What follows belongs to an exercise in optimizing a design on an open flow for small area, a short achievable clock period and few clock cycles; a production flow would make more cautious choices.
At most, simulation tests tie the RTL to the original design; equivalence was not proved.
Function not checked in run 5: the RTL went through the layout flow alone.
Power figures rest on the tool's default switching activity, not on a simulated workload.

**flow/design.v**
```verilog
module ks_adder #(
  parameter W = 32
)(
  input  [W-1:0] a,
  input  [W-1:0] b,
  input          cin,
  output [W-1:0] sum,
  output         cout
);
  localparam L = $clog2(W);
  wire [W-1:0] p0 = a ^ b;
  wire [W-1:0] g0 = a & b;
  wire [W-1:0] gl [0:L];
  wire [W-1:0] pl [0:L];
  assign gl[0] = {g0[W-1:1], g0[0] | (p0[0] & cin)};
  assign pl[0] = p0;
  genvar l, i;
  generate
    for (l = 0; l < L; l = l + 1) begin : lvl
      for (i = 0; i < W; i = i + 1) begin : bit_
        if (i >= (1 << l)) begin : node
          assign gl[l+1][i] = gl[l][i] | (pl[l][i] & gl[l][i - (1 << l)]);
          assign pl[l+1][i] = pl[l][i] & pl[l][i - (1 << l)];
        end else begin : pass
          assign gl[l+1][i] = gl[l][i];
          assign pl[l+1][i] = pl[l][i];
        end
      end
    end
  endgenerate
  wire [W:0] c = {gl[L], cin};
  assign sum  = p0 ^ c[W-1:0];
  assign cout = c[W];
endmodule
module lt_tree #(
  parameter W = 32           
)(
  input  [W-1:0] lt_bit,     
  input  [W-1:0] eq_bit,     
  output         lt
);
  localparam L = $clog2(W);
  wire [W-1:0] g [0:L];
  wire [W-1:0] p [0:L];
  assign g[0] = lt_bit;
  assign p[0] = eq_bit;
  genvar l, i;
  generate
    for (l = 0; l < L; l = l + 1) begin : lvl
      for (i = 0; i < (W >> (l + 1)); i = i + 1) begin : node
        assign g[l+1][i] = g[l][2*i+1] | (p[l][2*i+1] & g[l][2*i]);
        assign p[l+1][i] = p[l][2*i+1] & p[l][2*i];
      end
      for (i = (W >> (l + 1)); i < W; i = i + 1) begin : unused
        assign g[l+1][i] = 1'b0;
        assign p[l+1][i] = 1'b0;
      end
    end
  endgenerate
  assign lt = g[L][0];
endmodule
module register_file (
  input         clk,
  input  [4:0]  raddr1,
  input  [4:0]  raddr2,
  input  [4:0]  waddr,
  input  [31:0] wdata,
  input         wen,
  output reg [31:0] rdata1,
  output reg [31:0] rdata2
);
  reg [31:0] regs [1:31];
  always @(posedge clk) begin
    if (wen) regs[waddr] <= wdata;
  end
  integer i;
  always @(*) begin
    rdata1 = 32'd0;
    rdata2 = 32'd0;
    for (i = 1; i < 32; i = i + 1) begin
      rdata1 = rdata1 | ({32{raddr1 == i}} & regs[i]);
      rdata2 = rdata2 | ({32{raddr2 == i}} & regs[i]);
    end
  end
endmodule
module simple_cpu
#(parameter DATA_WIDTH = 32)(
  input clk,
  input rstn,
  output [DATA_WIDTH-1:0] imem_addr,
  input  [DATA_WIDTH-1:0] imem_rdata,
  output [DATA_WIDTH-1:0] dmem_addr,
  output [DATA_WIDTH-1:0] dmem_wdata,
  output [3:0]            dmem_wstrb,
  output                  dmem_re,
  input  [DATA_WIDTH-1:0] dmem_rdata
);
wire [31:0] f_inst = imem_rdata;
wire [6:0]  f_op   = f_inst[6:0];
wire [4:0]  f_rd   = f_inst[11:7];
wire [2:0]  f_f3   = f_inst[14:12];
wire [4:0]  f_rs1  = f_inst[19:15];
wire [4:0]  f_rs2  = f_inst[24:20];
wire        f_f7b5 = f_inst[30];
wire f_is_op     = (f_op == 7'b0110011);
wire f_is_opimm  = (f_op == 7'b0010011);
wire f_is_load   = (f_op == 7'b0000011);
wire f_is_store  = (f_op == 7'b0100011);
wire f_is_branch = (f_op == 7'b1100011);
wire f_is_jalr   = (f_op == 7'b1100111);
wire f_is_jal    = (f_op == 7'b1101111);
wire f_is_lui    = (f_op == 7'b0110111);
wire f_is_auipc  = (f_op == 7'b0010111);
wire f_wr = (f_is_op | f_is_opimm | f_is_load | f_is_jalr | f_is_jal | f_is_lui | f_is_auipc)
            & (f_rd != 5'd0);
wire f_tk_eq  = f_is_branch & (f_f3 == 3'b000);
wire f_tk_ne  = f_is_branch & (f_f3 == 3'b001);
wire f_tk_lt  = f_is_branch & (f_f3 == 3'b100);
wire f_tk_ge  = f_is_branch & (f_f3 == 3'b101);
wire f_tk_ltu = f_is_branch & (f_f3 == 3'b110);
wire f_tk_geu = f_is_branch & (f_f3 == 3'b111);
wire f_alu    = f_is_opimm | (f_is_op & (~f_f7b5 | f_f3 == 3'b000 | f_f3 == 3'b101));
wire f_r_add  = f_alu & (f_f3 == 3'b000);
wire f_r_sh   = f_alu & (f_f3 == 3'b001 | f_f3 == 3'b101);
wire f_r_slt  = f_alu & (f_f3 == 3'b010);
wire f_r_sltu = f_alu & (f_f3 == 3'b011);
wire f_r_xor  = f_alu & (f_f3 == 3'b100);
wire f_r_or   = f_alu & (f_f3 == 3'b110);
wire f_r_and  = f_alu & (f_f3 == 3'b111);
wire f_sub    = (f_is_op & f_f7b5 & (f_f3 == 3'b000)) | (f_f3[2:1] == 2'b01);
wire f_sh_l   = (f_f3 == 3'b001);
wire f_sh_a   = f_f7b5;
reg [31:0] f_imm;
always @(*) begin
  if (f_is_store)
    f_imm = {{20{f_inst[31]}}, f_inst[31:25], f_inst[11:7]};
  else if (f_is_branch)
    f_imm = {{20{f_inst[31]}}, f_inst[7], f_inst[30:25], f_inst[11:8], 1'b0};
  else if (f_is_jal)
    f_imm = {{12{f_inst[31]}}, f_inst[19:12], f_inst[20], f_inst[30:21], 1'b0};
  else if (f_is_lui | f_is_auipc)
    f_imm = {f_inst[31:12], 12'b0};
  else
    f_imm = {{20{f_inst[31]}}, f_inst[31:20]};
end
reg [31:0] rv1;          
reg [31:0] rv2;          
reg [31:0] agu;          
reg [31:0] tgt;          
reg [31:0] pc4;          
reg [3:0]  c_eq;         
reg [3:0]  c_lt;         
reg        c_eq31;       
reg        c_lts31;      
reg        c_ltu31;      
reg [4:0]  rd;
reg [2:0]  funct3;
reg        wr;           
reg        is_op, is_load, is_store, is_jalr;
reg        tk_always, tk_eq, tk_ne, tk_lt, tk_ge, tk_ltu, tk_geu;
reg        r_add, r_sh, r_slt, r_sltu, r_xor, r_or, r_and, r_link, r_lui, r_auipc;
reg        sub, sh_l, sh_a;
wire [31:0] wb_data;
wire [31:0] next_pc;     
wire [31:0] rf_rd1, rf_rd2;
register_file m_rf (
  .clk(clk),
  .raddr1(f_rs1), .raddr2(f_rs2),
  .waddr(rd), .wdata(wb_data), .wen(wr),
  .rdata1(rf_rd1), .rdata2(rf_rd2)
);
wire f_use_rs2 = f_is_op | f_is_store | f_is_branch;
wire f_hit1 = wr & (rd == f_rs1);
wire f_hit2 = wr & (rd == f_rs2);
wire [31:0] f_rv1 = f_hit1 ? wb_data : rf_rd1;
wire [31:0] f_rv2 = f_hit2 ? wb_data : rf_rd2;
wire f_stall = (f_is_load | f_is_store | f_is_jalr) & f_hit1;
wire [31:0] f_beq = {~(f_rv1[30:0] ^ f_rv2[30:0]), 1'b1};
wire [31:0] f_blt = {~f_rv1[30:0] & f_rv2[30:0], 1'b0};
wire [3:0]  f_geq, f_glt;
genvar gi;
generate
  for (gi = 0; gi < 4; gi = gi + 1) begin : cmp_grp
    lt_tree #(.W(8)) m_glt (.lt_bit(f_blt[8*gi +: 8]), .eq_bit(f_beq[8*gi +: 8]), .lt(f_glt[gi]));
    assign f_geq[gi] = &f_beq[8*gi +: 8];
  end
endgenerate
wire [31:0] f_agu = rf_rd1 + f_imm;       
wire [31:0] f_tgt = next_pc + f_imm;
wire [31:0] f_pc4 = next_pc + 32'd4;
always @(posedge clk) begin
  if (!rstn) begin
    pc4       <= 32'd0;
    wr        <= 1'b0;
    is_op     <= 1'b0;
    is_load   <= 1'b0;
    is_store  <= 1'b0;
    is_jalr   <= 1'b0;
    tk_always <= 1'b0;
    tk_eq     <= 1'b0;
    tk_ne     <= 1'b0;
    tk_lt     <= 1'b0;
    tk_ge     <= 1'b0;
    tk_ltu    <= 1'b0;
    tk_geu    <= 1'b0;
    r_add     <= 1'b0;
    r_sh      <= 1'b0;
    r_slt     <= 1'b0;
    r_sltu    <= 1'b0;
    r_xor     <= 1'b0;
    r_or      <= 1'b0;
    r_and     <= 1'b0;
    r_link    <= 1'b0;
    r_lui     <= 1'b0;
    r_auipc   <= 1'b0;
  end else if (f_stall) begin
    pc4       <= next_pc;
    wr        <= 1'b0;
    is_op     <= 1'b0;
    is_load   <= 1'b0;
    is_store  <= 1'b0;
    is_jalr   <= 1'b0;
    tk_always <= 1'b0;
    tk_eq     <= 1'b0;
    tk_ne     <= 1'b0;
    tk_lt     <= 1'b0;
    tk_ge     <= 1'b0;
    tk_ltu    <= 1'b0;
    tk_geu    <= 1'b0;
    r_add     <= 1'b0;
    r_sh      <= 1'b0;
    r_slt     <= 1'b0;
    r_sltu    <= 1'b0;
    r_xor     <= 1'b0;
    r_or      <= 1'b0;
    r_and     <= 1'b0;
    r_link    <= 1'b0;
    r_lui     <= 1'b0;
    r_auipc   <= 1'b0;
  end else begin
    pc4       <= f_pc4;
    wr        <= f_wr;
    is_op     <= f_is_op;
    is_load   <= f_is_load;
    is_store  <= f_is_store;
    is_jalr   <= f_is_jalr;
    tk_always <= f_is_jal | f_is_jalr;
    tk_eq     <= f_tk_eq;
    tk_ne     <= f_tk_ne;
    tk_lt     <= f_tk_lt;
    tk_ge     <= f_tk_ge;
    tk_ltu    <= f_tk_ltu;
    tk_geu    <= f_tk_geu;
    r_add     <= f_r_add;
    r_sh      <= f_r_sh;
    r_slt     <= f_r_slt;
    r_sltu    <= f_r_sltu;
    r_xor     <= f_r_xor;
    r_or      <= f_r_or;
    r_and     <= f_r_and;
    r_link    <= f_is_jal | f_is_jalr;
    r_lui     <= f_is_lui;
    r_auipc   <= f_is_auipc;
  end
  agu     <= f_agu;
  tgt     <= f_tgt;
  sub     <= f_sub;
  sh_l    <= f_sh_l;
  sh_a    <= f_sh_a;
  rd      <= f_rd;
  funct3  <= f_f3;
  rv1     <= f_rv1;
  rv2     <= f_use_rs2 ? f_rv2 : f_imm;
  c_eq    <= f_geq;
  c_lt    <= f_glt;
  c_eq31  <= ~(f_rv1[31] ^ f_rv2[31]);
  c_lts31 <= f_rv1[31] & ~f_rv2[31];
  c_ltu31 <= ~f_rv1[31] & f_rv2[31];
end
wire lt_low;
lt_tree #(.W(4)) m_lt (.lt_bit(c_lt), .eq_bit(c_eq), .lt(lt_low));
wire br_eq  = c_eq31 & (&c_eq);
wire br_lt  = c_lts31 | (c_eq31 & lt_low);
wire br_ltu = c_ltu31 | (c_eq31 & lt_low);
wire take = tk_always | (tk_eq & br_eq) | (tk_ne & ~br_eq) | (tk_lt & br_lt) |
            (tk_ge & ~br_lt) | (tk_ltu & br_ltu) | (tk_geu & ~br_ltu);
wire [31:0] target = is_jalr ? agu : tgt;
assign next_pc   = take ? target : pc4;
assign imem_addr = next_pc;
wire [31:0] op_b = rv2;
wire [32:0] sum  = {1'b0, rv1} + {1'b0, op_b ^ {32{sub}}} + {32'd0, sub};
wire        lt_u = ~sum[32];
wire        lt_s = (rv1[31] ^ op_b[31]) ? rv1[31] : sum[31];
wire [4:0]  shamt = op_b[4:0];
reg  [31:0] sh_in, sh_out;
integer k;
always @(*) begin
  for (k = 0; k < 32; k = k + 1) sh_in[k] = sh_l ? rv1[31-k] : rv1[k];
end
wire [63:0] sh_ext = {{32{sh_a & rv1[31] & ~sh_l}}, sh_in};
wire [31:0] sh_r   = sh_ext >> shamt;
always @(*) begin
  for (k = 0; k < 32; k = k + 1) sh_out[k] = sh_l ? sh_r[31-k] : sh_r[k];
end
wire [31:0] alu_out = ({32{r_add}}   & sum[31:0])
                    | ({32{r_sh}}    & sh_out)
                    | {31'd0, r_slt  & lt_s}
                    | {31'd0, r_sltu & lt_u}
                    | ({32{r_xor}}   & (rv1 ^ op_b))
                    | ({32{r_or}}    & (rv1 | op_b))
                    | ({32{r_and}}   & (rv1 & op_b))
                    | ({32{r_link}}  & pc4)
                    | ({32{r_lui}}   & op_b)
                    | ({32{r_auipc}} & tgt);
assign dmem_addr = agu;
assign dmem_re   = is_load;
reg [31:0] st_data;
reg [3:0]  st_strb;
always @(*) begin
  st_data = rv2;
  st_strb = 4'b0000;
  case (funct3[1:0])
    2'b00: begin st_data = {4{rv2[7:0]}};  st_strb = 4'b0001 << agu[1:0]; end
    2'b01: begin st_data = {2{rv2[15:0]}}; st_strb = agu[1] ? 4'b1100 : 4'b0011; end
    2'b10: begin st_data = rv2;            st_strb = 4'b1111; end
    default: ;
  endcase
end
assign dmem_wdata = st_data;
assign dmem_wstrb = is_store ? st_strb : 4'b0000;
wire [7:0]  ld_byte = agu[1] ? (agu[0] ? dmem_rdata[31:24] : dmem_rdata[23:16])
                             : (agu[0] ? dmem_rdata[15:8]  : dmem_rdata[7:0]);
wire [15:0] ld_half = agu[1] ? dmem_rdata[31:16] : dmem_rdata[15:0];
reg  [31:0] ld_data;
always @(*) begin
  case (funct3[1:0])
    2'b00:   ld_data = {{24{ld_byte[7]  & ~funct3[2]}}, ld_byte};
    2'b01:   ld_data = {{16{ld_half[15] & ~funct3[2]}}, ld_half};
    2'b10:   ld_data = dmem_rdata;
    default: ld_data = 32'd0;
  endcase
end
assign wb_data = is_load ? ld_data : alu_out;
endmodule
```
**flow/flow/run.sh**
```bash
#!/bin/bash
# Own layout flow: the standard flow (standard.sh) with two changes:
# the ports are buffered with buf_2 cells instead of the slow delay cell that
# buffer_ports picks by default, and CTS inserts no dummy loads and clusters up to 20 sinks per leaf buffer.
set -euo pipefail
export BUFFER_PORTS_ARGS="-buffer_cell sky130_fd_sc_hd__buf_2"
export CTS_ARGS="-sink_clustering_enable -repair_clock_nets -dont_use_dummy_load -sink_clustering_size 20 -sink_clustering_max_diameter 60"
bash standard.sh > standard_flow.log 2>&1
```
**flow/standard.sh**
```bash
#!/bin/bash
# synth_recipe.tcl (not shown) runs the flow's synth.tcl, then flattens the netlist and writes it again
# the make line also repeats each setting of config.mk as NAME=value (left out here)
make -C /OpenROAD-flow-scripts/flow DESIGN_CONFIG=/design/flow/config.mk WORK_HOME=/design/flow/orfs CLKGATE_MAP_FILE= SYNTH_SCRIPT=/design/flow/synth_recipe.tcl "${@:-finish}"
```
**flow/config.mk**
```make
export PLATFORM = sky130hd
export DESIGN_NAME = simple_cpu
export DESIGN_NICKNAME = simple_cpu
export VERILOG_FILES = /design/flow/design.v
export SDC_FILE = /design/flow/constraint.sdc
export NUM_CORES = 8
export LEC_CHECK = 0
export CAP_MARGIN = 20
export CORE_MARGIN = 2
export CORE_UTILIZATION = 40
export SETUP_SLACK_MARGIN = 5
export SLEW_MARGIN = 20
```
**flow/constraint.sdc**
```tcl
create_clock -name core_clock -period 10.0 [get_ports {clk}]
set_input_delay 2.0000 -clock core_clock [delete_from_list [all_inputs] [get_ports {clk}]]
set_output_delay 2.0000 -clock core_clock [all_outputs]
set_load 0.01 [all_outputs]
```
==> run summary, run 1 <==
total count of hold-check failures in the final report 0; biggest cell delay along the critical path 0.63 ns; initial detailed-routing violation count roughly 11,000; Yosys cell types 88; r2r setup slk between 5 and 6 ns; CTS clock-pin slew for the worst setup and hold paths 0.06 ns; pin slew with the least headroom to its limit around 1.2 ns; count of flip-flops with a built-in enable after synthesis between 900 and 1,000; fraction of final layout cells sized beyond drive strength 1 around 22%; Syn-to-layout area delta 19.7%; Relative slew margins 19.3%; Crit. End Element register; total power consumption of the routed design about 11 mW; Post-Synthesis Cells roughly 5,300; total instance count after detailed placement 7,296; number of nets produced by synthesis ~5,500; cell breakdown of the critical path bufbuf_16 > nor2_1 > nand2_2 > nor2_4 > buf_12 > buf_12 > clkbuf_16 > buf_4 > a221oi_1 > nand3_1 > or4_4 > ha_1 > a21o_1 > a21oi_1 > or3b_2 > o21ai_0 > a31oi_4 > xnor2_1; finished layout cell area 73,100 um2; synthesized cell area ~61,000 um2; Num Clock Sinks between 1,000 and 1,500; core area between 150,000 and 200,000 um2; total routed wirelength between 300,000 and 400,000 um; Worst Path Required about 11 ns; area enclosed by the die boundary 156,000 um2; number of buffer cells added on primary ports ~170; list of most frequent post-synthesis cells sky130_fd_sc_hd__edfxtp_1, sky130_fd_sc_hd__a22oi_1, sky130_fd_sc_hd__nand2_1; peak supply drop 0.152 mV; result of the run complete, no violations; met2 demand-to-capacity share in global routing ~58%; post-DR vias/cell around 7.5; initial core utilization around two fifths; Flop pwr share a little over 50%; internal power of the cells between 8 and 9 mW; largest net degree at the start of global routing 61; most used standard cell by instance count after synthesis sky130_fd_sc_hd__edfxtp_1; Die Wd roughly 390 um; final slew viol count 0; proportion of synthesized chip area in sequential cells between 50% and 60%; primary flip-flop cell chosen by synthesis mapping sky130_fd_sc_hd__edfxtp_1; dominant cell type by area after synthesis sky130_fd_sc_hd__edfxtp_1; crit start category input pin; Pwr per Cell Area 154 nW/um2; die height 395 um; Final Core Density about half; Setup TNS Final 0 ns; Clock H-tree levels 3; most common cell type on the critical path sky130_fd_sc_hd__buf_12; initial antenna violation count 28; combined global-route utilization of all metal layers 40.5%; sw frac between 20% and 30%; unrepaired setup endpoints after global routing true; share of total power in the clock network 31.5%; count of max-cap constraint violations 0; Comb pwr share between 10% and 20%; Net Switching roughly 3.3 mW; gate family responsible for the most delay along the worst path simple AND/OR/NAND/NOR gates; num rows roughly 140; number of synthesis warnings 4; number of antenna-violating nets in the routed design 0; Final period util ~54%; Avg Cell Area, Syn between 10 and 15 um2; arrival time of the worst setup path 5.97 ns; wire length per cell 42.9 um; most area-consuming cells after synthesis sky130_fd_sc_hd__edfxtp_1, sky130_fd_sc_hd__a22oi_1, sky130_fd_sc_hd__dfxtp_1; maximum buffer depth of the clock tree 3; class of the tightest hold or removal check register to register; via count of the routed design a little under 60,000; clock latency on the worst-skew pair between 0.7 and 0.8 ns; Critical Path Slowest Stage Cell sky130_fd_sc_hd__or4_4; fraction of registers with async set/reset 0%; Final HPWL DP approximately 200,000 um; kind of critical path input pin to register; nets a little under 6,000; largest fanout of any net on the critical path 7; FMAX about 0.19 GHz; final setup fails 0; Cell Area, Placed approximately 65,000 um2; worst path buffer plus inverter count 5; area share of the leading cell type in the synthesized netlist 48.8%; non-filler cells in the finished layout ~7,700; wire length of the first global-routing pass 437,000 um; iteration count of the initial detailed-routing pass 17; Top-Level Pins ~170; leakage component of the power approximately 26 nW; final critical path time including I/O delays and setup between 5 and 6 ns; flip-flop and latch count after synthesis approximately 1,200; TritonCTS clock tree built; most heavily used metal layer in global routing met2; met3 routing resource usage after global routing roughly 18%; total DRC errors in the routed layout 0; via count of the first global-routing pass ~53,000; routability cong. ~1.0; number of buffers inserted during clock tree synthesis approximately 100; clock tree root buffer cell sky130_fd_sc_hd__clkbuf_16; final clock skew ~0.13 ns; met1 global-route usage approximately 47%; sum of overflow across all layers after global routing 0
logic make-up (layout without fill, tap and decap cells):
logic type      Yosys count  count (layout)  share of synthesized area, %
compound gates         1733            1736                          20.7
simple gates           1306            1312                          10.2
flops                  1194            1194                          55.4
buf+inv                 505             925                          3.20
mux                     208             208                          4.61
fa+ha+maj               194             194                          4.01
xor+xnor                131             131                          1.88
other cells               0              17                             0
final cells by class:
class | count | area (um2)
multi-input combinational | 3581 | 27700
sequential | 1194 | 33900
inverter | 158 | 597
antenna | 17 | 42.5
fill | 13500 | 78600
clock buffer | 103 | 2580
tap | 2030 | 2540
timing repair buffer | 664 | 5830
worst paths after layout:
check	start	end	cells after the start
max	imem_rdata[18]	agu[31]$_DFF_P_	18
min	pc4[10]$_SDFF_PN0_	pc4[11]$_SDFF_PN0_	5
max reg2reg	rv2[2]$_DFF_P_	c_lt[2]$_DFF_P_	14
min reg2reg	pc4[10]$_SDFF_PN0_	pc4[11]$_SDFF_PN0_	5
layout by cell type, fill, tap and decap left out, drive strengths merged, types with 116 or more instances in the layout:
master / instances
edfxtp: 992
a22oi: 727
nor2: 292
inv: 155
nand3: 201
o21ai: 176
nand2: 391
buf: 648
dfxtp: 202
ha: 191
clkbuf: 116
a21oi: 220
worst min-delay path, delay by kind of cell (launching register included):
kind | cells | cell delay, ns
AO/OA/AOI/OAI | 1 | 0.07
XOR/XNOR | 1 | 0.06
flip-flops | 1 | 0.33
AND/OR/NAND/NOR | 3 | 0.23
through the flow:
step / hold slack [ns] / worst slack, ns
after CTS: 0.700 / 4.78
after global routing: 0.748 / 4.65
final: 0.729 / 4.64
after global placement: 0.707 / 2.80
after floorplan: 0.575 / 4.50
after detailed placement: 0.712 / 2.80
layer usage:
layer	share of wire [%]	vias to the layer above	wire [um]
li1	-	21800	-
met3	16	1977	53500
met1	33	27800	109000
met2	40	6204	133000
met4	11	23	36200
met5	0.097	-	323
flip-flops by register name, indices dropped and copies added, names as in the netlist, 3 cells and up:
| register | count |
|---|---|
| agu | 32 |
| c_eq | 4 |
| c_lt | 4 |
| funct3 | 3 |
| m_rf.regs | 992 |
| pc4 | 32 |
| rd | 5 |
| rv1 | 32 |
| rv2 | 32 |
| tgt | 32 |
repair_timing:
| item | CTS | global route |
|---|---|---|
| gates resized for setup | 264 | 177 |
| endpoints found under the setup margin | 264 | 62 |
| hold buffers | 0 | 0 |
| buffers inserted | 168 | 140 |
| cloned | 13 | 9 |
| endpoints found under the hold margin | 0 | 0 |
| pin swaps | 93 | 85 |
power by group through the flow:
stage | sequential (mW) | combinational (mW) | clock [mW]
2_1_floorplan | 5.64 | 1.06 | 0
3_3_place_gp | 5.77 | 1.69 | 0
3_5_place_dp | 5.77 | 1.69 | 0
4_1_cts | 5.67 | 1.82 | 3.54
5_1_grt | 5.68 | 2.11 | 3.73
6_report | 5.69 | 2.02 | 3.55
Testbench counts, summed over its fixed seeds: cycles 1,992,704.
==> run 2: changes to the inputs <==
==> flow/flow/run.sh (replaced) <==
#!/bin/bash
# Own layout flow: the standard flow (standard.sh) with two changes:
# the ports are buffered with buf_2 cells instead of the slow delay cell that
# buffer_ports picks by default, and CTS inserts no dummy loads and builds the tree from clkbuf_8 cells, up to 12 sinks per leaf.
set -euo pipefail
export BUFFER_PORTS_ARGS="-buffer_cell sky130_fd_sc_hd__buf_2"
export CTS_ARGS="-sink_clustering_enable -repair_clock_nets -dont_use_dummy_load -sink_clustering_size 12 -sink_clustering_max_diameter 60 -buf_list sky130_fd_sc_hd__clkbuf_8"
bash standard.sh > standard_flow.log 2>&1
--- a/flow/config.mk
+++ b/flow/config.mk
@@ -9,4 +9,4 @@
 export CORE_MARGIN = 2
 export CORE_UTILIZATION = 40
-export SETUP_SLACK_MARGIN = 5
+export SETUP_SLACK_MARGIN = 4.6
 export SLEW_MARGIN = 20
==> run summary, run 2 <==
Num Clock Sinks 1,194 (unchanged); Final HPWL DP 193,000 um (was 200,000 um); path depth of the worst reg2reg path 16 (was 14); number of buffers inserted during clock tree synthesis 121 (was 103); peak supply drop 0.111 mV (was 0.152 mV); total count of hold-check failures in the final report 0 (unchanged); area share of the leading cell type in the synthesized netlist 48.8% (unchanged); Crit. End Element register (unchanged); sum of overflow across all layers after global routing 0 (unchanged); nets 5,745 (was 5,962); pre-CTS worst setup slack 2.95 ns (was 2.80 ns); initial detailed-routing violation count 11,500 (was 11,300); sw frac 30.2% (was 29.0%); largest fanout of any net on the critical path 23 (was 7); startpoint of the worst hold path pc4[18]$_SDFF_PN0_ (was pc4[10]$_SDFF_PN0_); final clock skew 0.122 ns (was 0.135 ns); most used standard cell by instance count after synthesis sky130_fd_sc_hd__edfxtp_1 (unchanged); list of most frequent post-synthesis cells sky130_fd_sc_hd__edfxtp_1, sky130_fd_sc_hd__a22oi_1, sky130_fd_sc_hd__nand2_1 (unchanged); total DRC errors in the routed layout 0 (unchanged); number of buffer cells added on primary ports 166 (unchanged); Largest register FFs 992 (unchanged); total routed wirelength 320,000 um (was 332,000 um); via count of the routed design 56,200 (was 57,800); initial antenna violation count 21 (was 28); num rows 143 (unchanged); clock tree root buffer cell sky130_fd_sc_hd__clkbuf_8 (was sky130_fd_sc_hd__clkbuf_16); wire length per cell 42.5 um (was 42.9 um); class of the tightest hold or removal check register to register (unchanged); dominant cell type by area after synthesis sky130_fd_sc_hd__edfxtp_1 (unchanged); most frequent standard cell in the layout excluding fill and tap cells sky130_fd_sc_hd__edfxtp_1 (unchanged); Die Wd 395 um (unchanged); top library cells by usage in the layout, fill and taps aside sky130_fd_sc_hd__edfxtp_1, sky130_fd_sc_hd__a22oi_1, sky130_fd_sc_hd__nand2_1, sky130_fd_sc_hd__buf_4, sky130_fd_sc_hd__dfxtp_1 (was sky130_fd_sc_hd__edfxtp_1, sky130_fd_sc_hd__a22oi_1, sky130_fd_sc_hd__buf_4, sky130_fd_sc_hd__nand2_1, sky130_fd_sc_hd__dfxtp_1); number of nets produced by synthesis 5,531 (unchanged); proportion of synthesized chip area in sequential cells 55.4% (unchanged); area enclosed by the die boundary 156,000 um2 (unchanged); non-filler cells in the finished layout 7,530 (was 7,747); Comb pwr share 18.0% (about the same); count of max-cap constraint violations 0 (unchanged); combined global-route utilization of all metal layers 39.6% (was 40.5%); count of flip-flops with a built-in enable after synthesis 992 (unchanged); FMAX 0.178 GHz (was 0.187 GHz); Hold Path Cell Cnt 2 (was 5); post-DR vias/cell 7.46 (about the same); routability cong. 0.999 (was 1.05); share of total power in the clock network 26.7% (was 31.5%); worst path buffer plus inverter count 2 (was 5); via count of the first global-routing pass 51,800 (was 52,600); cell breakdown of the critical path buf_2 > or3b_2 > nor2_4 > buf_4 > a22oi_1 > nand2_1 > nor4_1 > and3_1 > a21oi_1 > ha_1 > a21o_1 > a21o_1 > a21oi_1 > o21ai_0 (was bufbuf_16 > nor2_1 > nand2_2 > nor2_4 > buf_12 > buf_12 > clkbuf_16 > buf_4 > a221oi_1 > nand3_1 > or4_4 > ha_1 > a21o_1 > a21oi_1 > or3b_2 > o21ai_0 > a31oi_4 > xnor2_1); most area-consuming cells after synthesis sky130_fd_sc_hd__edfxtp_1, sky130_fd_sc_hd__a22oi_1, sky130_fd_sc_hd__dfxtp_1 (unchanged); arrival time of the worst setup path 6.36 ns (was 5.97 ns); total instance count after detailed placement 7,284 (was 7,296); clock latency on the worst-skew pair 0.93 ns (was 0.78 ns); fraction of final layout cells sized beyond drive strength 1 17.3% (was 22.2%); Critical Path Slowest Stage Cell sky130_fd_sc_hd__buf_4 (was sky130_fd_sc_hd__or4_4); capture instance of the worst register-to-register path c_lt[3]$_DFF_P_ (was c_lt[2]$_DFF_P_); synthesized cell area 61,100 um2 (unchanged); final setup fails 0 (unchanged); worst reg2reg startpoint rv2[7]$_DFF_P_ (was rv2[2]$_DFF_P_); Final period util 56.2% (was 53.6%); hold buffers post-CTS 0 (unchanged); Pwr per Cell Area 150 nW/um2 (was 154 nW/um2); pin slew with the least headroom to its limit 1.19 ns (was 1.20 ns); kind of critical path input pin to register (unchanged); Flop pwr share 55.3% (was 50.5%); internal power of the cells 7.17 mW (was 8.01 mW); setup slack after layout 4.38 ns (was 4.64 ns); gate family responsible for the most delay along the worst path simple AND/OR/NAND/NOR gates (unchanged); Post-Synthesis Cells 5,271 (unchanged); flip-flop and latch count after synthesis 1,194 (unchanged); Net Switching 3.10 mW (was 3.26 mW); Top-Level Pins 167 (unchanged); Clock H-tree levels 3 (unchanged); Worst Path Required 10.73 ns (was 10.61 ns); unrepaired setup endpoints after global routing true (unchanged); worst min-delay path endpoint pc4[18]$_SDFF_PN0_ (was pc4[11]$_SDFF_PN0_); core area 152,000 um2 (unchanged); crit start category input pin (unchanged); iteration count of the initial detailed-routing pass 15 (was 17); Setup TNS Final 0 ns (unchanged); CTS clock-pin slew for the worst setup and hold paths 0.09 ns (was 0.06 ns); Yosys cell types 88 (unchanged); leakage component of the power 24.1 nW (was 26.2 nW); maximum buffer depth of the clock tree 3 (unchanged); Syn-to-layout area delta 12.2% (was 19.7%); Avg Cell Area, Syn 11.6 um2 (unchanged); result of the run complete, no violations (unchanged); r2r setup slk 4.60 ns (was 5.10 ns); Relative slew margins 20.8% (was 19.3%); final slew viol count 0 (unchanged); die height 395 um (unchanged); number of antenna-violating nets in the routed design 0 (unchanged); primary flip-flop cell chosen by synthesis mapping sky130_fd_sc_hd__edfxtp_1 (unchanged); wire length of the first global-routing pass 428,000 um (was 437,000 um); final critical path time including I/O delays and setup 5.62 ns (was 5.36 ns); number of synthesis warnings 4 (unchanged); Top reg by flops m_rf.regs (unchanged); TritonCTS clock tree built (unchanged); initial core utilization 40.3% (unchanged); fraction of registers with async set/reset 0% (unchanged); largest net degree at the start of global routing 62 (was 61); biggest cell delay along the critical path 0.70 ns (was 0.63 ns)
==> run 2: cells by family (layout without fill, tap and decap cells) <==
| family | count (synthesis) | after routing | share of synthesized area (%) |
|---|---|---|---|
| AOI/OAI and AO/OA | 1733 | 1733 | 20.7 |
| and+or+nand+nor | 1306 | 1309 | 10.2 |
| DFF | 1194 | 1194 | 55.4 |
| buffers and inverters | 505 | 714 | 3.20 |
| muxes | 208 | 208 | 4.61 |
| adders and majority gates | 194 | 194 | 4.01 |
| xor gates and xnor gates | 131 | 131 | 1.88 |
| other | 0 | 17 | 0 |
==> run 2: routing by layer <==
| metal | vias up | global-route usage [%] | routed length, um |
|---|---|---|---|
| li1 | 21300 | - | - |
| met1 | 26900 | 48.1 | 107000 |
| met2 | 6049 | 56.6 | 128000 |
| met3 | 1855 | 16.3 | 52900 |
| met4 | 18 | 28.1 | 32200 |
| met5 | - | 0 | 238 |
==> run 2: stage by stage <==
step	utilization, %	area (um2)	total power, mW	hold slack [ns]
floorplan	-	61400	6.69	0.575
global placement	43.0	65300	7.47	0.631
detailed placement	43.0	65300	7.47	0.658
CTS	44.7	67800	10.1	0.667
global route	45.2	68500	10.5	0.689
finish	45.2	68500	10.3	0.663
==> run 2: tightest hold or removal path, stage by stage, from the launching register on <==
cell                      delay (ns)
sky130_fd_sc_hd__dfxtp_1        0.37
sky130_fd_sc_hd__xor2_1         0.17
sky130_fd_sc_hd__o31ai_1        0.08
==> run 2: cell type report <==
class	count	area, um2
Fill cell	14000	83200
Sequential cell	1194	33800
Multi-Input combinational cell	3575	26800
Timing Repair Buffer	435	3110
Tap cell	2030	2540
Clock buffer	121	1670
Inverter	158	593
Antenna cell	17	42.5
==> run 2: how the worst max path moves through the flow <==
| stage | from | endpoint | slack [ns] | cells past startpoint |
|---|---|---|---|---|
| floorplan | imem_rdata[17] | agu[28]$_DFF_P_ | 4.49 | 20 |
| global placement | imem_rdata[15] | agu[30]$_DFF_P_ | 3.03 | 16 |
| detailed placement | imem_rdata[15] | agu[30]$_DFF_P_ | 2.95 | 16 |
| CTS | c_eq[1]$_DFF_P_ | imem_addr[22] | 4.59 | 9 |
| global route | imem_rdata[17] | agu[29]$_DFF_P_ | 4.48 | 18 |
| finish | imem_rdata[21] | c_lt[3]$_DFF_P_ | 4.38 | 14 |
==> run 2: power groups by stage <==
stage	clock network [mW]	registers, mW	logic, mW
floorplan	0	5.64	1.05
global placement	0	5.77	1.69
detailed placement	0	5.77	1.70
CTS	2.73	5.66	1.74
global route	2.91	5.67	1.94
finish	2.74	5.68	1.85
==> run 2: timing repair <==
item                                    CTS  global route
endpoints found under the setup margin  101            49
gates cloned                              3             0
buffers inserted                         62            43
gates resized for setup                  77            73
pin swaps                                33            22
==> run 3: changes to the inputs <==
--- a/flow/config.mk
+++ b/flow/config.mk
@@ -9,4 +9,5 @@
 export CORE_MARGIN = 2
 export CORE_UTILIZATION = 40
-export SETUP_SLACK_MARGIN = 4.6
+export PLACE_DENSITY = 0.65
+export SETUP_SLACK_MARGIN = 5
 export SLEW_MARGIN = 20
==> run summary, run 3 <==
most common cell type on the critical path sky130_fd_sc_hd__buf_12; Worst Path Required 10.79 ns (was 10.73 ns); Final period util 52.3% (was 56.2%); Num Clock Sinks 1,194 (unchanged); total routed wirelength 331,000 um (was 320,000 um); Final HPWL DP 194,000 um (was 193,000 um); Top reg by flops m_rf.regs (unchanged); pin slew with the least headroom to its limit 1.25 ns (was 1.19 ns); most frequent standard cell in the layout excluding fill and tap cells sky130_fd_sc_hd__edfxtp_1 (unchanged); area enclosed by the die boundary 156,000 um2 (unchanged); crit start category input pin (unchanged); largest net degree at the start of global routing 61 (was 62); TritonCTS clock tree built (unchanged); Relative slew margins 16.9% (was 20.8%); Avg Cell Area, Syn 11.6 um2 (unchanged); iteration count of the initial detailed-routing pass 13 (was 15); Top-Level Pins 167 (unchanged); final clock skew 0.120 ns (was 0.122 ns); Syn-to-layout area delta 18.3% (was 12.2%); proportion of synthesized chip area in sequential cells 55.4% (unchanged); Comb pwr share 18.9% (was 18.0%); clock latency on the worst-skew pair 0.94 ns (was 0.93 ns); sw frac 30.5% (was 30.2%); count of flip-flops with a built-in enable after synthesis 992 (unchanged); peak supply drop 0.110 mV (was 0.111 mV); Yosys cell types 88 (unchanged); count of max-cap constraint violations 0 (unchanged); largest fanout of any net on the critical path 6 (was 23); fraction of registers with async set/reset 0% (unchanged); nets 5,954 (was 5,745); Flop pwr share 53.8% (was 55.3%); most used standard cell by instance count after synthesis sky130_fd_sc_hd__edfxtp_1 (unchanged); final slew viol count 0 (unchanged); final critical path time including I/O delays and setup 5.23 ns (was 5.62 ns); Setup TNS Final 0 ns (unchanged); number of synthesis warnings 4 (unchanged); worst reg2reg startpoint c_eq[3]$_DFF_P_ (was rv2[7]$_DFF_P_); top library cells by usage in the layout, fill and taps aside sky130_fd_sc_hd__edfxtp_1, sky130_fd_sc_hd__a22oi_1, sky130_fd_sc_hd__nand2_1, sky130_fd_sc_hd__buf_4, sky130_fd_sc_hd__dfxtp_1 (unchanged); final setup fails 0 (unchanged); leakage component of the power 25.7 nW (was 24.1 nW); number of buffers inserted during clock tree synthesis 131 (was 121); initial antenna violation count 22 (was 21); kind of critical path input pin to register (unchanged); flip-flop and latch count after synthesis 1,194 (unchanged); hold buffers post-CTS 0 (unchanged); startpoint of the worst hold path pc4[1]$_SDFF_PN0_ (was pc4[18]$_SDFF_PN0_); sum of overflow across all layers after global routing 0 (unchanged); routability cong. 1.01 (was 0.999); most area-consuming cells after synthesis sky130_fd_sc_hd__edfxtp_1, sky130_fd_sc_hd__a22oi_1, sky130_fd_sc_hd__dfxtp_1 (unchanged); unrepaired setup endpoints after global routing true (unchanged); arrival time of the worst setup path 6.02 ns (was 6.36 ns); clock tree root buffer cell sky130_fd_sc_hd__clkbuf_8 (unchanged); class of the tightest hold or removal check register to register (unchanged); biggest cell delay along the critical path 0.49 ns (was 0.70 ns); dominant cell type by area after synthesis sky130_fd_sc_hd__edfxtp_1 (unchanged); wire length of the first global-routing pass 437,000 um (was 428,000 um); number of antenna-violating nets in the routed design 0 (unchanged); synthesized cell area 61,100 um2 (unchanged); Die Wd 395 um (unchanged); origin of the worst setup path imem_rdata[17] (was imem_rdata[21]); cell breakdown of the critical path buf_12 > buf_2 > nand3b_1 > buf_12 > nor2_4 > buf_6 > buf_12 > buf_6 > a22oi_2 > nand3_1 > or4_4 > ha_4 > buf_4 > buf_4 > nor4_4 > a21bo_2 > a21oi_2 > or3_4 > a31oi_4 > o21ai_2 > a31oi_1 > xnor2_1 (was buf_2 > or3b_2 > nor2_4 > buf_4 > a22oi_1 > nand2_1 > nor4_1 > and3_1 > a21oi_1 > ha_1 > a21o_1 > a21o_1 > a21oi_1 > o21ai_0); fillers 13,500 (was 14,000); internal power of the cells 7.35 mW (was 7.17 mW); Crit. End Element register (unchanged); core area 152,000 um2 (unchanged); Final Core Density 47.6% (was 45.2%); Pwr per Cell Area 146 nW/um2 (was 150 nW/um2); total DRC errors in the routed layout 0 (unchanged); list of most frequent post-synthesis cells sky130_fd_sc_hd__edfxtp_1, sky130_fd_sc_hd__a22oi_1, sky130_fd_sc_hd__nand2_1 (unchanged); number of nets produced by synthesis 5,531 (unchanged); wire length per cell 42.8 um (was 42.5 um); die height 395 um (unchanged); primary flip-flop cell chosen by synthesis mapping sky130_fd_sc_hd__edfxtp_1 (unchanged); post-DR vias/cell 7.52 (was 7.46); combined global-route utilization of all metal layers 40.4% (was 39.6%); number of buffer cells added on primary ports 166 (unchanged); Clock H-tree levels 4 (was 3); Largest register FFs 992 (unchanged); Net Switching 3.22 mW (was 3.10 mW); fraction of final layout cells sized beyond drive strength 1 22.1% (was 17.3%); CTS clock-pin slew for the worst setup and hold paths 0.08 ns (was 0.09 ns); maximum buffer depth of the clock tree 3 (unchanged); Post-Synthesis Cells 5,271 (unchanged); area share of the leading cell type in the synthesized netlist 48.8% (unchanged); initial detailed-routing violation count 13,200 (was 11,500); num rows 143 (unchanged); initial core utilization 40.3% (unchanged); via count of the routed design 58,200 (was 56,200); FMAX 0.191 GHz (was 0.178 GHz); Critical Path Slowest Stage Cell sky130_fd_sc_hd__or4_4 (was sky130_fd_sc_hd__buf_4); result of the run complete, no violations (unchanged); via count of the first global-routing pass 52,900 (was 51,800); total count of hold-check failures in the final report 0 (unchanged); share of total power in the clock network 27.4% (was 26.7%)
run 3: cell counts after synthesis:
Identical to the previous run, type by type.
run 3: final timing paths:
check / end / slack [ns] / cells past startpoint
setup reg to reg: tgt[28]$_DFF_P_ / 4.98 / 24
hold / removal: pc4[1]$_SDFF_PN0_ / 0.67 / 2
setup / recovery: agu[30]$_DFF_P_ / 4.77 / 22
hold reg to reg: pc4[1]$_SDFF_PN0_ / 0.67 / 2
run 3: final cells by class:
type / instances / area [um2] / area share [%]
antenna: 16 / 40.0 / 0.0554
clock buffer: 131 / 1800 / 2.50
inverter: 158 / 593 / 0.821
multi-input combinational: 3581 / 27700 / 38.4
sequential: 1194 / 33900 / 46.8
tap: 2030 / 2540 / 3.52
timing repair buffer: 628 / 5720 / 7.91
run 3: metal layers:
layer  up-vias  wire, um  global-route usage, %
met3      2086     57000                   17.9
li1      21800         -                      -
met4        20     36100                   31.6
met1     27700    107000                   48.0
met2      6613    131000                   56.8
met5         -       439                  0.154
run 3: power by group through the flow:
stage / clock, mW / combinational (mW) / sequential, mW
5_1_grt: 3.05 / 2.08 / 5.67
6_report: 2.89 / 1.99 / 5.68
2_1_floorplan: 0 / 1.06 / 5.64
4_1_cts: 2.87 / 1.82 / 5.65
3_5_place_dp: 0 / 1.69 / 5.77
3_3_place_gp: 0 / 1.69 / 5.77
run 3: kinds of logic (layout without fill, tap and decap cells):
family / Yosys count / in the layout / synth area share, %
XOR/XNOR: 131 / 131 / 1.88
adder cells (fa/ha/maj): 194 / 194 / 4.01
flip-flops: 1194 / 1194 / 55.4
AO/OA/AOI/OAI: 1733 / 1735 / 20.7
other: 0 / 16 / 0
AND/OR/NAND/NOR: 1306 / 1313 / 10.2
buffers and inverters: 505 / 917 / 3.20
multiplexers: 208 / 208 / 4.61
run 3: through the flow:
| step | instance area (um2) | hold WS [ns] | setup slack [ns] | total power [mW] | instances |
|---|---|---|---|---|---|
| 6_report | 72300 | 0.674 | 4.77 | 10.6 | 7738 |
| 5_1_grt | 72200 | 0.679 | 4.74 | 10.8 | 7724 |
| 4_1_cts | 70700 | 0.651 | 4.75 | 10.3 | 7624 |
| 3_5_place_dp | 65400 | 0.728 | 2.85 | 7.46 | 7287 |
| 3_3_place_gp | 65400 | 0.706 | 2.89 | 7.46 | 7285 |
| 2_1_floorplan | 61500 | 0.575 | 4.50 | 6.70 | 5271 |
run 3: repair_timing:
action / 4_1_cts / 5_1_grt
pin swaps: 84 / 75
gates cloned: 18 / 6
setup endpoints to repair: 260 / 91
buffers inserted: 188 / 92
gates resized for setup: 318 / 123
run 3: critical path, delay by kind of cell:
family | cells | cell delay [ns]
buffers and inverters | 8 | 1.14
AO/OA/AOI/OAI | 6 | 0.98
adder cells (fa/ha/maj) | 1 | 0.19
XOR/XNOR | 1 | 0.09
AND/OR/NAND/NOR | 6 | 1.60
==> run 4: changes to the inputs <==
--- a/flow/config.mk
+++ b/flow/config.mk
@@ -9,5 +9,4 @@
 export CORE_MARGIN = 2
 export CORE_UTILIZATION = 40
-export PLACE_DENSITY = 0.65
 export SETUP_SLACK_MARGIN = 5
 export SLEW_MARGIN = 20
==> run summary, run 4 <==
met2 wire len 132,000 um (was 131,000 um); FMAX 0.190 GHz (was 0.191 GHz); adder and majority cell fraction of the synthesized area 4.01% (unchanged); peak supply drop 0.112 mV (was 0.110 mV); class of the tightest hold or removal check register to register (unchanged); Final HPWL DP 200,000 um (was 194,000 um); fraction of final layout cells sized beyond drive strength 1 22.5% (was 22.1%); routability cong. 1.05 (was 1.01); most area-consuming cells after synthesis sky130_fd_sc_hd__edfxtp_1, sky130_fd_sc_hd__a22oi_1, sky130_fd_sc_hd__dfxtp_1 (unchanged); proportion of synthesized chip area in sequential cells 55.4% (unchanged); final clock skew 0.141 ns (was 0.120 ns); Crit. End Element register (unchanged); Yosys cell types 88 (unchanged); leakage component of the power 25.7 nW (about the same); most frequent standard cell in the layout excluding fill and tap cells sky130_fd_sc_hd__edfxtp_1 (unchanged); final setup fails 0 (unchanged); count of max-cap constraint violations 0 (unchanged); maximum buffer depth of the clock tree 3 (unchanged); fraction of registers with async set/reset 0% (unchanged); number of synthesis warnings 4 (unchanged); initial detailed-routing violation count 11,700 (was 13,200); area enclosed by the die boundary 156,000 um2 (unchanged); M1 WL 108,000 um (was 107,000 um); synthesized cell area 61,100 um2 (unchanged); nets 5,966 (was 5,954); number of nets produced by synthesis 5,531 (unchanged); number of buffer cells added on primary ports 166 (unchanged); initial core utilization 40.3% (unchanged); CTS clock-pin slew for the worst setup and hold paths 0.09 ns (was 0.08 ns); most used standard cell by instance count after synthesis sky130_fd_sc_hd__edfxtp_1 (unchanged); number of buffers inserted during clock tree synthesis 130 (was 131); Top reg by flops m_rf.regs (unchanged); clock latency on the worst-skew pair 0.95 ns (was 0.94 ns); final slew viol count 0 (unchanged); area share of the leading cell type in the synthesized netlist 48.8% (unchanged); initial antenna violation count 32 (was 22); multiplexer share of the synthesized area 4.61% (unchanged); dominant cell type by area after synthesis sky130_fd_sc_hd__edfxtp_1 (unchanged); Storage cell area 33,900 um2 (about the same); Largest register FFs 992 (unchanged); primary flip-flop cell chosen by synthesis mapping sky130_fd_sc_hd__edfxtp_1 (unchanged); count of flip-flops with a built-in enable after synthesis 992 (unchanged); die height 395 um (unchanged); combinational family with the most area after synthesis compound AO/OA/AOI/OAI gates (unchanged); largest net degree at the start of global routing 61 (unchanged); compound-gate portion of the synthesized area 20.7% (unchanged); Relative slew margins 19.8% (was 16.9%); crit start category input pin (unchanged); arrival time of the worst setup path 6.03 ns (was 6.02 ns); via count of the routed design 58,100 (was 58,200); flip-flop and latch count after synthesis 1,194 (unchanged); clock tree root buffer cell sky130_fd_sc_hd__clkbuf_8 (unchanged); via count of the first global-routing pass 53,200 (was 52,900); detailed route wirelength on metal3 55,900 um (was 57,000 um); list of most frequent post-synthesis cells sky130_fd_sc_hd__edfxtp_1, sky130_fd_sc_hd__a22oi_1, sky130_fd_sc_hd__nand2_1 (unchanged); core area 152,000 um2 (unchanged); combined global-route utilization of all metal layers 41.1% (was 40.4%); Final period util 52.6% (was 52.3%); total DRC errors in the routed layout 0 (unchanged); Pwr per Cell Area 146 nW/um2 (about the same); highest layer used for signal routing met5 (unchanged); top library cells by usage in the layout, fill and taps aside sky130_fd_sc_hd__edfxtp_1, sky130_fd_sc_hd__a22oi_1, sky130_fd_sc_hd__nand2_1, sky130_fd_sc_hd__buf_4, sky130_fd_sc_hd__dfxtp_1 (unchanged); wire length per cell 43.0 um (was 42.8 um); area of combinational cells with multiple inputs 27,800 um2 (was 27,700 um2); number of antenna-violating nets in the routed design 0 (unchanged); Top-Level Pins 167 (unchanged); post-DR vias/cell 7.49 (was 7.52); kind of critical path input pin to register (unchanged); iteration count of the initial detailed-routing pass 15 (was 13); Worst Path Required 10.77 ns (was 10.79 ns); Synth Area in Simple Gates 10.2% (unchanged); Syn-to-layout area delta 18.1% (was 18.3%); wire length of the first global-routing pass 442,000 um (was 437,000 um); fillers 13,700 (was 13,500); total routed wirelength 334,000 um (was 331,000 um); largest fanout of any net on the critical path 8 (was 6); TritonCTS clock tree built (unchanged); unrepaired setup endpoints after global routing true (unchanged); total count of hold-check failures in the final report 0 (unchanged); final critical path time including I/O delays and setup 5.26 ns (was 5.23 ns); Post-Synthesis Cells 5,271 (unchanged); sum of overflow across all layers after global routing 0 (unchanged); Die Wd 395 um (unchanged); Clock H-tree levels 4 (unchanged); num rows 143 (unchanged); post-synthesis xor/xnor area fraction 1.88% (unchanged); Worst Hold Slack 0.670 ns (was 0.674 ns); hold buffers post-CTS 0 (unchanged); Setup TNS Final 0 ns (unchanged); result of the run complete, no violations (unchanged); Num Clock Sinks 1,194 (unchanged); pin slew with the least headroom to its limit 1.20 ns (was 1.25 ns); Avg Cell Area, Syn 11.6 um2 (unchanged)
## run 4: cell counts after synthesis
Identical to the previous run, type by type.
## run 4: cell type report
class / count / share of cell area (%)
Tap cell: 2030 / 3.52
Clock buffer: 130 / 2.48
Inverter: 158 / 0.834
Multi-Input combinational cell: 3582 / 38.5
Antenna cell: 21 / 0.0729
Timing Repair inverter: 1 / 0.00694
Timing Repair Buffer: 639 / 7.66
Sequential cell: 1194 / 46.9
## run 4: kinds of logic (layout without fill, tap and decap cells)
logic type	after synthesis	count (layout)
XOR/XNOR	131	131
adder cells (fa/ha/maj)	194	194
buffers and inverters	505	928
AO/OA/AOI/OAI	1733	1736
multiplexers	208	208
AND/OR/NAND/NOR	1306	1313
other	0	21
flip-flops	1194	1194
## run 4: repair_timing
action                     CTS  global route
buffers inserted           198            90
setup endpoints to repair  261            60
cloned                      17             2
resized for setup          317           143
pin swaps                   93            75
## run 4: metal layers
metal	GRT usage, %	vias up
met2	57.7	6322
met4	33.5	34
met3	18.9	2127
met1	48.0	27800
met5	0	-
li1	-	21800
## run 4: worst max-delay path, cell delays in order
cell and delay, ns:
sky130_fd_sc_hd__buf_12 0.12, sky130_fd_sc_hd__buf_6 0.13, sky130_fd_sc_hd__nand3b_1 0.23, sky130_fd_sc_hd__buf_4 0.18, sky130_fd_sc_hd__buf_4 0.13, sky130_fd_sc_hd__nor2_4 0.29, sky130_fd_sc_hd__buf_4 0.33, sky130_fd_sc_hd__buf_12 0.18
sky130_fd_sc_hd__buf_4 0.22, sky130_fd_sc_hd__a22oi_1 0.12, sky130_fd_sc_hd__nand4_1 0.13, sky130_fd_sc_hd__or3_1 0.56, sky130_fd_sc_hd__ha_1 0.39, sky130_fd_sc_hd__a21oi_1 0.22, sky130_fd_sc_hd__or3b_2 0.46, sky130_fd_sc_hd__o21ai_0 0.11
sky130_fd_sc_hd__a31oi_2 0.06, sky130_fd_sc_hd__xnor2_1 0.14
## run 4: through the flow
step / worst slack [ns] / std cells / power, mW / area, um2 / utilization [%]
2_1_floorplan: 4.50 / 5271 / 6.70 / 61500 / -
3_3_place_gp: 2.80 / 7295 / 7.46 / 65500 / 43.1
3_5_place_dp: 2.80 / 7296 / 7.46 / 65500 / 43.2
4_1_cts: 4.91 / 7641 / 10.3 / 70700 / 46.6
5_1_grt: 4.73 / 7737 / 10.8 / 72100 / 47.5
6_report: 4.74 / 7755 / 10.6 / 72100 / 47.5
## run 4: final timing paths
path                           from                end  slack, ns  cells after the start
hold reg to reg   pc4[1]$_SDFF_PN0_  pc4[1]$_SDFF_PN0_       0.67                      2
setup reg to reg       sh_l$_DFF_P_    c_lt[2]$_DFF_P_       5.08                     14
hold / removal    pc4[1]$_SDFF_PN0_  pc4[1]$_SDFF_PN0_       0.67                      2
setup / recovery     imem_rdata[17]    agu[31]$_DFF_P_       4.74                     18
## run 4: report_power, final
part	internal [mW]	switching [mW]	total (mW)
registers	5.43	0.256	5.69
clock network	1.15	1.72	2.87
logic	0.759	1.24	2.00
==> run 5: changes to the inputs <==
--- a/flow/design.v
+++ b/flow/design.v
@@ -146,5 +146,4 @@
 reg [31:0] rv1;          
 reg [31:0] rv2;          
-reg [31:0] agu;          
 reg [31:0] tgt;          
 reg [31:0] pc4;          
@@ -175,5 +174,4 @@
 wire [31:0] f_rv1 = f_hit1 ? wb_data : rf_rd1;
 wire [31:0] f_rv2 = f_hit2 ? wb_data : rf_rd2;
-wire f_stall = (f_is_load | f_is_store | f_is_jalr) & f_hit1;
 wire [31:0] f_beq = {~(f_rv1[30:0] ^ f_rv2[30:0]), 1'b1};
 wire [31:0] f_blt = {~f_rv1[30:0] & f_rv2[30:0], 1'b0};
@@ -186,6 +184,6 @@
   end
 endgenerate
-wire [31:0] f_agu = rf_rd1 + f_imm;       
-wire [31:0] f_tgt = next_pc + f_imm;
+wire        f_mem = f_is_load | f_is_store | f_is_jalr;
+wire [31:0] f_tgt = (next_pc & {32{~f_mem}}) + f_imm;
 wire [31:0] f_pc4 = next_pc + 32'd4;
 always @(posedge clk) begin
@@ -214,6 +212,6 @@
     r_lui     <= 1'b0;
     r_auipc   <= 1'b0;
-  end else if (f_stall) begin
-    pc4       <= next_pc;
+  end else if (is_jalr) begin
+    pc4       <= agu;
     wr        <= 1'b0;
     is_op     <= 1'b0;
@@ -245,5 +243,5 @@
     is_store  <= f_is_store;
     is_jalr   <= f_is_jalr;
-    tk_always <= f_is_jal | f_is_jalr;
+    tk_always <= f_is_jal;
     tk_eq     <= f_tk_eq;
     tk_ne     <= f_tk_ne;
@@ -263,5 +261,4 @@
     r_auipc   <= f_is_auipc;
   end
-  agu     <= f_agu;
   tgt     <= f_tgt;
   sub     <= f_sub;
@@ -285,6 +282,5 @@
 wire take = tk_always | (tk_eq & br_eq) | (tk_ne & ~br_eq) | (tk_lt & br_lt) |
             (tk_ge & ~br_lt) | (tk_ltu & br_ltu) | (tk_geu & ~br_ltu);
-wire [31:0] target = is_jalr ? agu : tgt;
-assign next_pc   = take ? target : pc4;
+assign next_pc   = take ? tgt : pc4;
 assign imem_addr = next_pc;
 wire [31:0] op_b = rv2;
@@ -313,4 +309,5 @@
                     | ({32{r_lui}}   & op_b)
                     | ({32{r_auipc}} & tgt);
+wire [31:0] agu = rv1 + tgt;              
 assign dmem_addr = agu;
 assign dmem_re   = is_load;
==> flow/flow/run.sh (replaced) <==
#!/bin/bash
# Own layout flow: the standard flow (standard.sh) with two changes:
# the ports are buffered with buf_2 cells instead of the slow delay cell that
# buffer_ports picks by default, and CTS inserts no dummy loads.
set -euo pipefail
export BUFFER_PORTS_ARGS="-buffer_cell sky130_fd_sc_hd__buf_2"
export CTS_ARGS="-sink_clustering_enable -repair_clock_nets -dont_use_dummy_load"
bash standard.sh > standard_flow.log 2>&1
==> run summary, run 5 <==
core area 150,000 um2 (was 152,000 um2); most heavily used metal layer in global routing met2 (unchanged); count of flip-flops with a built-in enable after synthesis 992 (unchanged); startpoint of the worst hold path m_rf.regs[23][30]$_DFFE_PP_ (was pc4[1]$_SDFF_PN0_); maximum buffer depth of the clock tree 3 (unchanged); met2 demand-to-capacity share in global routing 58.0% (was 57.7%); most frequent standard cell in the layout excluding fill and tap cells sky130_fd_sc_hd__edfxtp_1 (unchanged); clock latency on the worst-skew pair 0.81 ns (was 0.95 ns); flip-flop and latch count after synthesis 1,163 (was 1,194); worst min-delay path endpoint rv1[30]$_DFF_P_ (was pc4[1]$_SDFF_PN0_); most used standard cell by instance count after synthesis sky130_fd_sc_hd__edfxtp_1 (unchanged); met1 global-route usage 48.5% (was 48.0%); Hold Path Cell Cnt 3 (was 2); final setup fails 0 (unchanged); wire length per cell 43.2 um (was 43.0 um); Relative slew margins -54.1% (was 19.8%); dominant cell type by area after synthesis sky130_fd_sc_hd__edfxtp_1 (unchanged); primary flip-flop cell chosen by synthesis mapping sky130_fd_sc_hd__edfxtp_1 (unchanged); checks that blocked a clean result capacitance limit, slew limit; fraction of registers with async set/reset 0% (unchanged); TritonCTS clock tree built (unchanged); Num Clock Sinks 1,163 (was 1,194); number of buffer cells added on primary ports 166 (unchanged); leakage component of the power 26.1 nW (was 25.7 nW); final slew viol count 4 (was 0); Clock H-tree levels 3 (was 4); Final Core Density 48.3% (was 47.5%); Crit. End Element primary output (was register); most area-consuming cells after synthesis sky130_fd_sc_hd__edfxtp_1, sky130_fd_sc_hd__a22oi_1, sky130_fd_sc_hd__dfxtp_1 (unchanged); number of nets produced by synthesis 5,444 (was 5,531); non-filler cells in the finished layout 7,598 (was 7,755); total count of hold-check failures in the final report 0 (unchanged); r2r setup slk 5.02 ns (was 5.08 ns); num rows 142 (was 143); pin slew with the least headroom to its limit 2.30 ns (was 1.20 ns); initial core utilization 40.4% (was 40.3%); clock tree root buffer cell sky130_fd_sc_hd__clkbuf_16 (was sky130_fd_sc_hd__clkbuf_8); total routed wirelength 328,000 um (was 334,000 um); combined global-route utilization of all metal layers 41.1% (about the same); Final HPWL DP 199,000 um (was 200,000 um); initial antenna violation count 14 (was 32); list of most frequent post-synthesis cells sky130_fd_sc_hd__edfxtp_1, sky130_fd_sc_hd__a22oi_1, sky130_fd_sc_hd__nand2_1 (unchanged); Post-Synthesis Cells 5,184 (was 5,271); Avg Cell Area, Syn 11.7 um2 (was 11.6 um2); Worst Hold Slack 0.700 ns (was 0.670 ns); number of antenna-violating nets in the routed design 0 (unchanged); post-DR vias/cell 7.49 (about the same); number of buffers inserted during clock tree synthesis 120 (was 130); via count of the routed design 56,900 (was 58,100); Worst Path Required 8.00 ns (was 10.77 ns); largest fanout of any net on the critical path 3 (was 8); arrival time of the worst setup path 3.69 ns (was 6.03 ns); synthesized cell area 60,500 um2 (was 61,100 um2); crit start category register (was input pin); capture instance of the worst register-to-register path c_lt[1]$_DFF_P_ (was c_lt[2]$_DFF_P_); fillers 13,300 (was 13,700); Setup TNS Final 0 ns (unchanged); wire length of the first global-routing pass 436,000 um (was 442,000 um); die height 393 um (was 395 um); area share of the leading cell type in the synthesized netlist 49.2% (was 48.8%); FMAX 0.176 GHz (was 0.190 GHz); result of the run finished with violations (was complete, no violations); routability cong. 1.07 (was 1.05); Largest register FFs 992 (unchanged); worst reg2reg startpoint tgt[0]$_DFF_P_ (was sh_l$_DFF_P_); top library cells by usage in the layout, fill and taps aside sky130_fd_sc_hd__edfxtp_1, sky130_fd_sc_hd__a22oi_1, sky130_fd_sc_hd__nand2_1, sky130_fd_sc_hd__buf_4, sky130_fd_sc_hd__nor2_1 (was sky130_fd_sc_hd__edfxtp_1, sky130_fd_sc_hd__a22oi_1, sky130_fd_sc_hd__nand2_1, sky130_fd_sc_hd__buf_4, sky130_fd_sc_hd__dfxtp_1); fraction of final layout cells sized beyond drive strength 1 22.9% (was 22.5%); Pwr per Cell Area 161 nW/um2 (was 146 nW/um2); via count of the first global-routing pass 53,000 (was 53,200); final critical path time including I/O delays and setup 5.69 ns (was 5.26 ns); Top-Level Pins 167 (unchanged); kind of critical path register to primary output (was input pin to register); Yosys cell types 91 (was 88); number of synthesis warnings 4 (unchanged); CTS clock-pin slew for the worst setup and hold paths 0.06 ns (was 0.09 ns); proportion of synthesized chip area in sequential cells 54.9% (was 55.4%); area enclosed by the die boundary 154,000 um2 (was 156,000 um2); setup slack after layout 4.31 ns (was 4.74 ns); iteration count of the initial detailed-routing pass 17 (was 15); total instance count after detailed placement 7,200 (was 7,296); hold buffers post-CTS 0 (unchanged); initial detailed-routing violation count 11,600 (was 11,700); sum of overflow across all layers after global routing 0 (unchanged); peak supply drop 0.161 mV (was 0.112 mV); path depth of the worst reg2reg path 14 (unchanged); final clock skew 0.131 ns (was 0.141 ns); count of max-cap constraint violations 1 (was 0); class of the tightest hold or removal check register to register (unchanged); Syn-to-layout area delta 19.8% (was 18.1%); pre-CTS worst setup slack 3.40 ns (was 2.80 ns); largest net degree at the start of global routing 63 (was 61); Die Wd 393 um (was 395 um); Top reg by flops m_rf.regs (unchanged); total DRC errors in the routed layout 0 (unchanged); nets 5,836 (was 5,966); unrepaired setup endpoints after global routing true (unchanged); Final period util 56.9% (was 52.6%); met3 routing resource usage after global routing 16.5% (was 18.9%)
==> run 5: changes by cell type in the layout (fill, tap and decap cells not counted), moves of 25 or more <==
| cell | previous run | this run |
|---|---|---|
| sky130_fd_sc_hd__buf_4 | 376 | 349 |
| sky130_fd_sc_hd__clkbuf_16 | 1 | 120 |
| sky130_fd_sc_hd__a21oi_1 | 182 | 146 |
| sky130_fd_sc_hd__a221oi_1 | 86 | 172 |
| sky130_fd_sc_hd__clkbuf_8 | 131 | 0 |
| sky130_fd_sc_hd__a22oi_1 | 724 | 609 |
| sky130_fd_sc_hd__a22o_1 | 100 | 171 |
| sky130_fd_sc_hd__nand3_1 | 189 | 113 |
| sky130_fd_sc_hd__dfxtp_1 | 190 | 125 |
| sky130_fd_sc_hd__nand4_1 | 92 | 124 |
| sky130_fd_sc_hd__mux2i_1 | 76 | 51 |
| sky130_fd_sc_hd__buf_6 | 46 | 79 |
==> run 5: where the power goes <==
part | leakage, nW | internal [mW] | switching [mW] | total, mW
clock network | 1.48 | 2.08 | 1.80 | 3.88
registers | 10.3 | 5.26 | 0.159 | 5.42
logic | 14.3 | 0.909 | 1.43 | 2.34
total | 26.1 | 8.25 | 3.39 | 11.6
==> run 5: cell families (layout without fill, tap and decap cells) <==
| logic type | Yosys count | after routing | share of synthesized area (%) |
|---|---|---|---|
| mux | 195 | 195 | 4.63 |
| other cells | 0 | 8 | 0 |
| flops | 1163 | 1163 | 54.9 |
| simple gates | 1237 | 1239 | 9.74 |
| compound gates | 1729 | 1732 | 21.3 |
| xor+xnor | 137 | 137 | 1.98 |
| fa+ha+maj | 194 | 194 | 4.05 |
| buf+inv | 529 | 914 | 3.41 |
==> run 5: worst max-delay path, stage by stage, from the launching register on <==
cell                       delay (ns)
sky130_fd_sc_hd__dfxtp_4         0.39
sky130_fd_sc_hd__ha_4            0.19
sky130_fd_sc_hd__fa_2            0.36
sky130_fd_sc_hd__a211oi_2        0.32
sky130_fd_sc_hd__o21ai_2         0.09
sky130_fd_sc_hd__a21oi_2         0.19
sky130_fd_sc_hd__buf_4           0.14
sky130_fd_sc_hd__buf_6           0.08
sky130_fd_sc_hd__buf_6           0.10
sky130_fd_sc_hd__o31ai_4         0.06
sky130_fd_sc_hd__o21ai_2         0.21
sky130_fd_sc_hd__o21a_1          0.20
sky130_fd_sc_hd__o21bai_2        0.09
sky130_fd_sc_hd__xor2_2          0.29
sky130_fd_sc_hd__buf_2           0.20
==> run 5: area by class of cell <==
cell class | instances | area [um2] | share of cell area, %
timing repair buffer | 614 | 5080 | 7.01
antenna | 8 | 20.0 | 0.0276
sequential | 1163 | 33300 | 46.0
timing repair inverter | 4 | 20.0 | 0.0276
multi-input combinational | 3497 | 27800 | 38.4
tap | 2016 | 2520 | 3.48
clock buffer | 120 | 3000 | 4.14
inverter | 176 | 679 | 0.937
==> run 5: metrics by stage <==
step | total power, mW | cell area, um2
global route | 11.9 | 72500
detailed placement | 7.35 | 64900
finish | 11.6 | 72500
global placement | 7.35 | 64900
floorplan | 6.53 | 60700
CTS | 11.4 | 70800
==> run 5: how the worst max path moves through the flow <==
stage / start / end / cells past startpoint
6_report: tgt[0]$_DFF_P_ / dmem_addr[20] / 14
5_1_grt: tgt[0]$_DFF_P_ / dmem_addr[30] / 12
4_1_cts: tgt[0]$_DFF_P_ / dmem_addr[30] / 12
3_5_place_dp: imem_rdata[24] / c_lt[0]$_DFF_P_ / 15
3_3_place_gp: imem_rdata[24] / c_lt[0]$_DFF_P_ / 15
2_1_floorplan: imem_rdata[2] / tgt[30]$_DFF_P_ / 19
==> run 5: layer usage <==
metal  vias up  part of all wire (%)
met5         -                  0.12
li1      21500                     -
met1     27200                    32
met2      6148                    40
met3      2074                    16
met4        19                    12
==> run 5: what timing repair did <==
action | CTS | global route
pin swaps | 78 | 73
setup buffers | 161 | 93
cloned | 11 | 3
resized for setup | 308 | 201
endpoints found under the setup margin | 183 | 70

==> static timing again, ports no longer ideal <==
How much do the figures lean on ideal ports? The routed layouts below were timed once more, with nothing changed but the port constraints.
Step 1 assumes that a clkbuf_16 drives the clock port and a buf_2 every other input.
Step 2 times the ports against the registers' clock, not the clock port: input delays grow and output delays shrink by t, the midpoint of the rising clock arrivals with the driver on.
a / b / c = ideal / step 1 / step 2; a / b = the first two.
run	shift t [ns]	setup slack, ns	latest minus earliest clock arrival (ns)
run 1	0.797	4.643 / 4.599 / 3.801	0.135 / 0.135
run 2	0.958	4.377 / 4.445 / 3.486	0.129 / 0.129
run 3	0.952	4.775 / 4.792 / 3.851	0.126 / 0.126
run 4	0.964	4.744 / 4.780 / 3.815	0.141 / 0.141
run 5	0.820	4.305 / 4.228 / 4.054	0.140 / 0.139
For run 4, which loses most, drivers alone change the setup slack by +0.036 ns; drivers and shift together by -0.929 ns.
